What follows belongs to an exercise in optimizing a design on an open flow for small area; a production flow would make more cautious choices. Only simulation tests tie the RTL to the original design; equivalence was not proved. Power is estimated from default activity; no workload was simulated.

==> run D: inputs <==
Design conv_top, start of the top module:
module conv_top (
   input  logic         clk,
   input  logic         rst,
   input  logic [511:0] image,
   input  logic [71:0]  kernel,
   output logic [287:0] conv_out,
   output logic         layer_done_out
);
Settings: LEC_CHECK=0, CAP_MARGIN=20, CORE_MARGIN=2, CORE_UTILIZATION=30, GPL_TIMING_DRIVEN=0, PLACE_DENSITY=0.6, SLEW_MARGIN=20, SYNTH_HIERARCHICAL=1, SYNTH_MINIMUM_KEEP_SIZE=0; clock period 11.0 ns.
standard.sh (not shown) runs the stock make flow with config.mk's settings and CLKGATE_MAP_FILE= SYNTH_SCRIPT=/design/flow/synth_recipe.tcl, a recipe that flattens the netlist after the stock synthesis.
==> flow/flow/run.sh <==
#!/bin/bash
# The standard layout (standard.sh, with the standard synthesis unchanged),
# with changes that only affect cell sizes:
#  - after synthesis, combinational cells that abc upsized are set back to
#    drive strength 1 (flow/downsize.tcl); the repair steps of the layout
#    upsize again where timing, slew or load need it;
#  - the port buffers that global placement inserts use buf_1;
#  - clock tree synthesis uses clkbuf_4/clkbuf_8 and adds no dummy loads.
# Each step's full output is in synth.log, downsize.log and layout.log here
# (and ORFS's per-step logs under orfs/logs).
set -e
export CTS_ARGS="-sink_clustering_enable -repair_clock_nets -dont_use_dummy_load -buf_list {sky130_fd_sc_hd__clkbuf_4 sky130_fd_sc_hd__clkbuf_8}"
export BUFFER_PORTS_ARGS="-buffer_cell sky130_fd_sc_hd__buf_1"
bash standard.sh synth > synth.log 2>&1
openroad -no_init -exit flow/downsize.tcl > downsize.log 2>&1
bash standard.sh > layout.log 2>&1
==> flow/flow/downsize.tcl <==
# Set combinational cells of the synthesized netlist to drive strength 1.
set odb orfs/results/sky130hd/conv_top/base/1_synth.odb
read_db $odb
set db [ord::get_db]
set block [ord::get_db_block]
set n 0
foreach inst [$block getInsts] {
   set m [$inst getMaster]
   set name [$m getName]
   if {[regexp {^(sky130_fd_sc_hd__([a-z0-9]+))_([0-9]+)$} $name -> base kind drive]} {
      if {$drive <= 1} continue
      if {[regexp {^(df|edf|sdf|dl|sdl|clk|conb|tap|fill|decap|diode|lpflow|probe)} $kind]} continue
      set new [$db findMaster ${base}_1]
      if {$new == "NULL" || $new == ""} continue
      $inst swapMaster $new
      incr n
   }
}
puts "downsized $n instances"
write_db $odb
==> inputs of run H, as changes to run D <==
--- a/flow/design.v
+++ b/flow/design.v
@@ -59,58 +59,55 @@
    end
 end
 always_ff @(posedge clk) begin
    p0 <= pn[0];
    p1 <= pn[1];
    p2 <= pn[2];
 end
-logic [8:0] nz;
-always_ff @(posedge clk)
-   for (int n = 0; n < 9; n++) nz[n] <= |kernel[n*8 +: 6];
-wire [7:0] w0 = {kernel[7] & (kernel[6] | nz[0]), kernel[0 +: 7]};
+wire [7:0] w0 = {kernel[7] & (|kernel[0 +: 7]), kernel[0 +: 7]};
 wire [2:0] e0_0 = {w0[1] & w0[0], w0[1] & ~w0[0], ~w0[1] & w0[0]};
 wire [2:0] e0_1 = {w0[3] & w0[2], w0[3] & ~w0[2], ~w0[3] & w0[2]};
 wire [2:0] e0_2 = {w0[5] & w0[4], w0[5] & ~w0[4], ~w0[5] & w0[4]};
 wire [2:0] e0_3 = {w0[7] & ~w0[6], w0[7] & w0[6], ~w0[7] & w0[6]};
-wire [7:0] w1 = {kernel[15] & (kernel[14] | nz[1]), kernel[8 +: 7]};
+wire [7:0] w1 = {kernel[15] & (|kernel[8 +: 7]), kernel[8 +: 7]};
 wire [2:0] e1_0 = {w1[1] & w1[0], w1[1] & ~w1[0], ~w1[1] & w1[0]};
 wire [2:0] e1_1 = {w1[3] & w1[2], w1[3] & ~w1[2], ~w1[3] & w1[2]};
 wire [2:0] e1_2 = {w1[5] & w1[4], w1[5] & ~w1[4], ~w1[5] & w1[4]};
 wire [2:0] e1_3 = {w1[7] & ~w1[6], w1[7] & w1[6], ~w1[7] & w1[6]};
-wire [7:0] w2 = {kernel[23] & (kernel[22] | nz[2]), kernel[16 +: 7]};
+wire [7:0] w2 = {kernel[23] & (|kernel[16 +: 7]), kernel[16 +: 7]};
 wire [2:0] e2_0 = {w2[1] & w2[0], w2[1] & ~w2[0], ~w2[1] & w2[0]};
 wire [2:0] e2_1 = {w2[3] & w2[2], w2[3] & ~w2[2], ~w2[3] & w2[2]};
 wire [2:0] e2_2 = {w2[5] & w2[4], w2[5] & ~w2[4], ~w2[5] & w2[4]};
 wire [2:0] e2_3 = {w2[7] & ~w2[6], w2[7] & w2[6], ~w2[7] & w2[6]};
-wire [7:0] w3 = {kernel[31] & (kernel[30] | nz[3]), kernel[24 +: 7]};
+wire [7:0] w3 = {kernel[31] & (|kernel[24 +: 7]), kernel[24 +: 7]};
 wire [2:0] e3_0 = {w3[1] & w3[0], w3[1] & ~w3[0], ~w3[1] & w3[0]};
 wire [2:0] e3_1 = {w3[3] & w3[2], w3[3] & ~w3[2], ~w3[3] & w3[2]};
 wire [2:0] e3_2 = {w3[5] & w3[4], w3[5] & ~w3[4], ~w3[5] & w3[4]};
 wire [2:0] e3_3 = {w3[7] & ~w3[6], w3[7] & w3[6], ~w3[7] & w3[6]};
-wire [7:0] w4 = {kernel[39] & (kernel[38] | nz[4]), kernel[32 +: 7]};
+wire [7:0] w4 = {kernel[39] & (|kernel[32 +: 7]), kernel[32 +: 7]};
 wire [2:0] e4_0 = {w4[1] & w4[0], w4[1] & ~w4[0], ~w4[1] & w4[0]};
 wire [2:0] e4_1 = {w4[3] & w4[2], w4[3] & ~w4[2], ~w4[3] & w4[2]};
 wire [2:0] e4_2 = {w4[5] & w4[4], w4[5] & ~w4[4], ~w4[5] & w4[4]};
 wire [2:0] e4_3 = {w4[7] & ~w4[6], w4[7] & w4[6], ~w4[7] & w4[6]};
-wire [7:0] w5 = {kernel[47] & (kernel[46] | nz[5]), kernel[40 +: 7]};
+wire [7:0] w5 = {kernel[47] & (|kernel[40 +: 7]), kernel[40 +: 7]};
 wire [2:0] e5_0 = {w5[1] & w5[0], w5[1] & ~w5[0], ~w5[1] & w5[0]};
 wire [2:0] e5_1 = {w5[3] & w5[2], w5[3] & ~w5[2], ~w5[3] & w5[2]};
 wire [2:0] e5_2 = {w5[5] & w5[4], w5[5] & ~w5[4], ~w5[5] & w5[4]};
 wire [2:0] e5_3 = {w5[7] & ~w5[6], w5[7] & w5[6], ~w5[7] & w5[6]};
-wire [7:0] w6 = {kernel[55] & (kernel[54] | nz[6]), kernel[48 +: 7]};
+wire [7:0] w6 = {kernel[55] & (|kernel[48 +: 7]), kernel[48 +: 7]};
 wire [2:0] e6_0 = {w6[1] & w6[0], w6[1] & ~w6[0], ~w6[1] & w6[0]};
 wire [2:0] e6_1 = {w6[3] & w6[2], w6[3] & ~w6[2], ~w6[3] & w6[2]};
 wire [2:0] e6_2 = {w6[5] & w6[4], w6[5] & ~w6[4], ~w6[5] & w6[4]};
 wire [2:0] e6_3 = {w6[7] & ~w6[6], w6[7] & w6[6], ~w6[7] & w6[6]};
-wire [7:0] w7 = {kernel[63] & (kernel[62] | nz[7]), kernel[56 +: 7]};
+wire [7:0] w7 = {kernel[63] & (|kernel[56 +: 7]), kernel[56 +: 7]};
 wire [2:0] e7_0 = {w7[1] & w7[0], w7[1] & ~w7[0], ~w7[1] & w7[0]};
 wire [2:0] e7_1 = {w7[3] & w7[2], w7[3] & ~w7[2], ~w7[3] & w7[2]};
 wire [2:0] e7_2 = {w7[5] & w7[4], w7[5] & ~w7[4], ~w7[5] & w7[4]};
 wire [2:0] e7_3 = {w7[7] & ~w7[6], w7[7] & w7[6], ~w7[7] & w7[6]};
-wire [7:0] w8 = {kernel[71] & (kernel[70] | nz[8]), kernel[64 +: 7]};
+wire [7:0] w8 = {kernel[71] & (|kernel[64 +: 7]), kernel[64 +: 7]};
 wire [2:0] e8_0 = {w8[1] & w8[0], w8[1] & ~w8[0], ~w8[1] & w8[0]};
 wire [2:0] e8_1 = {w8[3] & w8[2], w8[3] & ~w8[2], ~w8[3] & w8[2]};
 wire [2:0] e8_2 = {w8[5] & w8[4], w8[5] & ~w8[4], ~w8[5] & w8[4]};
 wire [2:0] e8_3 = {w8[7] & ~w8[6], w8[7] & w8[6], ~w8[7] & w8[6]};
 wire [7:0] p0n = ~p0;
 wire [9:0] p0x3 = {2'b00, p0} + {1'b0, p0, 1'b0};
 wire [7:0] p1n = ~p1;
CORE_UTILIZATION = 40   (was 30)
GPL_TIMING_DRIVEN = not set   (was 0)
==> inputs of run X, as changes to run D <==
--- a/flow/design.v
+++ b/flow/design.v
@@ -59,68 +59,95 @@
    end
 end
 always_ff @(posedge clk) begin
    p0 <= pn[0];
    p1 <= pn[1];
    p2 <= pn[2];
 end
-logic [8:0] nz;
-always_ff @(posedge clk)
-   for (int n = 0; n < 9; n++) nz[n] <= |kernel[n*8 +: 6];
-wire [7:0] w0 = {kernel[7] & (kernel[6] | nz[0]), kernel[0 +: 7]};
+wire [7:0] w0 = {kernel[7] & (|kernel[0 +: 7]), kernel[0 +: 7]};
 wire [2:0] e0_0 = {w0[1] & w0[0], w0[1] & ~w0[0], ~w0[1] & w0[0]};
 wire [2:0] e0_1 = {w0[3] & w0[2], w0[3] & ~w0[2], ~w0[3] & w0[2]};
 wire [2:0] e0_2 = {w0[5] & w0[4], w0[5] & ~w0[4], ~w0[5] & w0[4]};
 wire [2:0] e0_3 = {w0[7] & ~w0[6], w0[7] & w0[6], ~w0[7] & w0[6]};
-wire [7:0] w1 = {kernel[15] & (kernel[14] | nz[1]), kernel[8 +: 7]};
+wire [7:0] w1 = {kernel[15] & (|kernel[8 +: 7]), kernel[8 +: 7]};
 wire [2:0] e1_0 = {w1[1] & w1[0], w1[1] & ~w1[0], ~w1[1] & w1[0]};
 wire [2:0] e1_1 = {w1[3] & w1[2], w1[3] & ~w1[2], ~w1[3] & w1[2]};
 wire [2:0] e1_2 = {w1[5] & w1[4], w1[5] & ~w1[4], ~w1[5] & w1[4]};
 wire [2:0] e1_3 = {w1[7] & ~w1[6], w1[7] & w1[6], ~w1[7] & w1[6]};
-wire [7:0] w2 = {kernel[23] & (kernel[22] | nz[2]), kernel[16 +: 7]};
+wire [7:0] w2 = {kernel[23] & (|kernel[16 +: 7]), kernel[16 +: 7]};
 wire [2:0] e2_0 = {w2[1] & w2[0], w2[1] & ~w2[0], ~w2[1] & w2[0]};
 wire [2:0] e2_1 = {w2[3] & w2[2], w2[3] & ~w2[2], ~w2[3] & w2[2]};
 wire [2:0] e2_2 = {w2[5] & w2[4], w2[5] & ~w2[4], ~w2[5] & w2[4]};
 wire [2:0] e2_3 = {w2[7] & ~w2[6], w2[7] & w2[6], ~w2[7] & w2[6]};
-wire [7:0] w3 = {kernel[31] & (kernel[30] | nz[3]), kernel[24 +: 7]};
+wire [7:0] w3 = {kernel[31] & (|kernel[24 +: 7]), kernel[24 +: 7]};
 wire [2:0] e3_0 = {w3[1] & w3[0], w3[1] & ~w3[0], ~w3[1] & w3[0]};
 wire [2:0] e3_1 = {w3[3] & w3[2], w3[3] & ~w3[2], ~w3[3] & w3[2]};
 wire [2:0] e3_2 = {w3[5] & w3[4], w3[5] & ~w3[4], ~w3[5] & w3[4]};
 wire [2:0] e3_3 = {w3[7] & ~w3[6], w3[7] & w3[6], ~w3[7] & w3[6]};
-wire [7:0] w4 = {kernel[39] & (kernel[38] | nz[4]), kernel[32 +: 7]};
+wire [7:0] w4 = {kernel[39] & (|kernel[32 +: 7]), kernel[32 +: 7]};
 wire [2:0] e4_0 = {w4[1] & w4[0], w4[1] & ~w4[0], ~w4[1] & w4[0]};
 wire [2:0] e4_1 = {w4[3] & w4[2], w4[3] & ~w4[2], ~w4[3] & w4[2]};
 wire [2:0] e4_2 = {w4[5] & w4[4], w4[5] & ~w4[4], ~w4[5] & w4[4]};
 wire [2:0] e4_3 = {w4[7] & ~w4[6], w4[7] & w4[6], ~w4[7] & w4[6]};
-wire [7:0] w5 = {kernel[47] & (kernel[46] | nz[5]), kernel[40 +: 7]};
+wire [7:0] w5 = {kernel[47] & (|kernel[40 +: 7]), kernel[40 +: 7]};
 wire [2:0] e5_0 = {w5[1] & w5[0], w5[1] & ~w5[0], ~w5[1] & w5[0]};
 wire [2:0] e5_1 = {w5[3] & w5[2], w5[3] & ~w5[2], ~w5[3] & w5[2]};
 wire [2:0] e5_2 = {w5[5] & w5[4], w5[5] & ~w5[4], ~w5[5] & w5[4]};
 wire [2:0] e5_3 = {w5[7] & ~w5[6], w5[7] & w5[6], ~w5[7] & w5[6]};
-wire [7:0] w6 = {kernel[55] & (kernel[54] | nz[6]), kernel[48 +: 7]};
+wire [7:0] w6 = {kernel[55] & (|kernel[48 +: 7]), kernel[48 +: 7]};
 wire [2:0] e6_0 = {w6[1] & w6[0], w6[1] & ~w6[0], ~w6[1] & w6[0]};
 wire [2:0] e6_1 = {w6[3] & w6[2], w6[3] & ~w6[2], ~w6[3] & w6[2]};
 wire [2:0] e6_2 = {w6[5] & w6[4], w6[5] & ~w6[4], ~w6[5] & w6[4]};
 wire [2:0] e6_3 = {w6[7] & ~w6[6], w6[7] & w6[6], ~w6[7] & w6[6]};
-wire [7:0] w7 = {kernel[63] & (kernel[62] | nz[7]), kernel[56 +: 7]};
+wire [7:0] w7 = {kernel[63] & (|kernel[56 +: 7]), kernel[56 +: 7]};
 wire [2:0] e7_0 = {w7[1] & w7[0], w7[1] & ~w7[0], ~w7[1] & w7[0]};
 wire [2:0] e7_1 = {w7[3] & w7[2], w7[3] & ~w7[2], ~w7[3] & w7[2]};
 wire [2:0] e7_2 = {w7[5] & w7[4], w7[5] & ~w7[4], ~w7[5] & w7[4]};
 wire [2:0] e7_3 = {w7[7] & ~w7[6], w7[7] & w7[6], ~w7[7] & w7[6]};
-wire [7:0] w8 = {kernel[71] & (kernel[70] | nz[8]), kernel[64 +: 7]};
+wire [7:0] w8 = {kernel[71] & (|kernel[64 +: 7]), kernel[64 +: 7]};
 wire [2:0] e8_0 = {w8[1] & w8[0], w8[1] & ~w8[0], ~w8[1] & w8[0]};
 wire [2:0] e8_1 = {w8[3] & w8[2], w8[3] & ~w8[2], ~w8[3] & w8[2]};
 wire [2:0] e8_2 = {w8[5] & w8[4], w8[5] & ~w8[4], ~w8[5] & w8[4]};
 wire [2:0] e8_3 = {w8[7] & ~w8[6], w8[7] & w8[6], ~w8[7] & w8[6]};
 wire [7:0] p0n = ~p0;
-wire [9:0] p0x3 = {2'b00, p0} + {1'b0, p0, 1'b0};
+wire [9:0] p0x3;
+wire [8:1] p0c3;
+assign p0x3[0] = p0[0];
+cv_ha u_p0h1 (.a(p0[1]), .b(p0[0]), .s(p0x3[1]), .co(p0c3[1]));
+cv_fa u_p0f2 (.a(p0[2]), .b(p0[1]), .c(p0c3[1]), .s(p0x3[2]), .co(p0c3[2]));
+cv_fa u_p0f3 (.a(p0[3]), .b(p0[2]), .c(p0c3[2]), .s(p0x3[3]), .co(p0c3[3]));
+cv_fa u_p0f4 (.a(p0[4]), .b(p0[3]), .c(p0c3[3]), .s(p0x3[4]), .co(p0c3[4]));
+cv_fa u_p0f5 (.a(p0[5]), .b(p0[4]), .c(p0c3[4]), .s(p0x3[5]), .co(p0c3[5]));
+cv_fa u_p0f6 (.a(p0[6]), .b(p0[5]), .c(p0c3[5]), .s(p0x3[6]), .co(p0c3[6]));
+cv_fa u_p0f7 (.a(p0[7]), .b(p0[6]), .c(p0c3[6]), .s(p0x3[7]), .co(p0c3[7]));
+cv_ha u_p0h8 (.a(p0[7]), .b(p0c3[7]), .s(p0x3[8]), .co(p0x3[9]));
 wire [7:0] p1n = ~p1;
-wire [9:0] p1x3 = {2'b00, p1} + {1'b0, p1, 1'b0};
+wire [9:0] p1x3;
+wire [8:1] p1c3;
+assign p1x3[0] = p1[0];
+cv_ha u_p1h1 (.a(p1[1]), .b(p1[0]), .s(p1x3[1]), .co(p1c3[1]));
+cv_fa u_p1f2 (.a(p1[2]), .b(p1[1]), .c(p1c3[1]), .s(p1x3[2]), .co(p1c3[2]));
+cv_fa u_p1f3 (.a(p1[3]), .b(p1[2]), .c(p1c3[2]), .s(p1x3[3]), .co(p1c3[3]));
+cv_fa u_p1f4 (.a(p1[4]), .b(p1[3]), .c(p1c3[3]), .s(p1x3[4]), .co(p1c3[4]));
+cv_fa u_p1f5 (.a(p1[5]), .b(p1[4]), .c(p1c3[4]), .s(p1x3[5]), .co(p1c3[5]));
+cv_fa u_p1f6 (.a(p1[6]), .b(p1[5]), .c(p1c3[5]), .s(p1x3[6]), .co(p1c3[6]));
+cv_fa u_p1f7 (.a(p1[7]), .b(p1[6]), .c(p1c3[6]), .s(p1x3[7]), .co(p1c3[7]));
+cv_ha u_p1h8 (.a(p1[7]), .b(p1c3[7]), .s(p1x3[8]), .co(p1x3[9]));
 wire [7:0] p2n = ~p2;
-wire [9:0] p2x3 = {2'b00, p2} + {1'b0, p2, 1'b0};
+wire [9:0] p2x3;
+wire [8:1] p2c3;
+assign p2x3[0] = p2[0];
+cv_ha u_p2h1 (.a(p2[1]), .b(p2[0]), .s(p2x3[1]), .co(p2c3[1]));
+cv_fa u_p2f2 (.a(p2[2]), .b(p2[1]), .c(p2c3[1]), .s(p2x3[2]), .co(p2c3[2]));
+cv_fa u_p2f3 (.a(p2[3]), .b(p2[2]), .c(p2c3[2]), .s(p2x3[3]), .co(p2c3[3]));
+cv_fa u_p2f4 (.a(p2[4]), .b(p2[3]), .c(p2c3[3]), .s(p2x3[4]), .co(p2c3[4]));
+cv_fa u_p2f5 (.a(p2[5]), .b(p2[4]), .c(p2c3[4]), .s(p2x3[5]), .co(p2c3[5]));
+cv_fa u_p2f6 (.a(p2[6]), .b(p2[5]), .c(p2c3[5]), .s(p2x3[6]), .co(p2c3[6]));
+cv_fa u_p2f7 (.a(p2[7]), .b(p2[6]), .c(p2c3[6]), .s(p2x3[7]), .co(p2c3[7]));
+cv_ha u_p2h8 (.a(p2[7]), .b(p2c3[7]), .s(p2x3[8]), .co(p2x3[9]));
 wire q1;
 wire q2;
 wire q3;
 wire q4;
 wire q5;
 wire q6;
 wire q7;
==> qor summary <==
Width of the chip: run X 280 um; run H 245 um; run D 284 um
P_leak: run X 10.1 nW; run H 11.3 nW; run D 10.6 nW
Syn_area_per_cell: run X 12.7 um2; run H 12.3 um2; run D 12.3 um2
Post-layout instance area: run X 0.0292 mm2; run H 0.0304 mm2; run D 0.0299 mm2
Drt pass-1 iters: run X 17; run H 17; run D 13
Vertical die dimension: run X 280 um; run H 245 um; run D 284 um
Unrepaired setup endpoints after global routing: run X false; run H true; run D false
Category of the critical setup timing path: run X primary input to flop; run H primary input to flop; run D flop to flop
Run status: run X complete, no violations; run H complete, no violations; run D complete, no violations
GR Util met3: run X 10.3%; run H 20.7%; run D 10.7%
Required @ worst endpoint: run X 11.45 ns; run H 11.55 ns; run D 11.56 ns
Met1 GRT Util: run X 40.0%; run H 58.1%; run D 37.9%
Vias: run X 23,600; run H 26,000; run D 24,200
Worst Setup Slack, final: run X 0.168 ns; run H 0.264 ns; run D 0.247 ns
Area of the die: run X 0.0784 mm2; run H 0.0600 mm2; run D 0.0807 mm2
Ratio of cells with drive above 1 in the final layout: run X 6.83%; run H 11.8%; run D 6.53%
Minimum setup slack among reg-to-reg paths: run X 0.18 ns; run H 0.74 ns; run D 0.25 ns
Register share of total power: run X 22.1%; run H 21.1%; run D 23.6%
Total Wirelength: run X 126 mm; run H 146 mm; run D 126 mm
Cell with the largest stage delay on the worst path: run X or4_1; run H or4_1; run D xor2_2
Total number of tap cells: run X 978; run H 765; run D 1,040
Inverter count of the layout excluding clock inverters: run X 129; run H 133; run D 134

## what the ideal ports hide
In the flow no input, the clock included, has a driving cell. The finished layouts below were timed again as built, in two steps. Step 1, drivers: a clkbuf_16 drives clk and a buf_2 each remaining input, both assumed. Step 2 adds t to the input delays and takes it off the output delays; t is the mean of the earliest and latest rising clock arrival at the registers after step 1. Input paths then give back, and output paths get back, about the clock's delay inside the block. Three values: ideal, step 1, step 2; two values: the first two.
run	shift t [ns]	setup WS [ns]	worst hold slack (ns)
run D	0.685	0.247 / 0.247 / -0.352	0.335 / 0.335 / 0.335
run H	0.695	0.264 / 0.291 / -0.404	0.310 / 0.310 / 0.310
run X	0.663	0.168 / 0.176 / -0.475	0.311 / 0.311 / 0.311
Met with ideal ports but missed after step 2: setup timing in every run listed. The setup slack of run H, which loses most, moves by +0.027 ns with the drivers and by -0.668 ns with both steps.
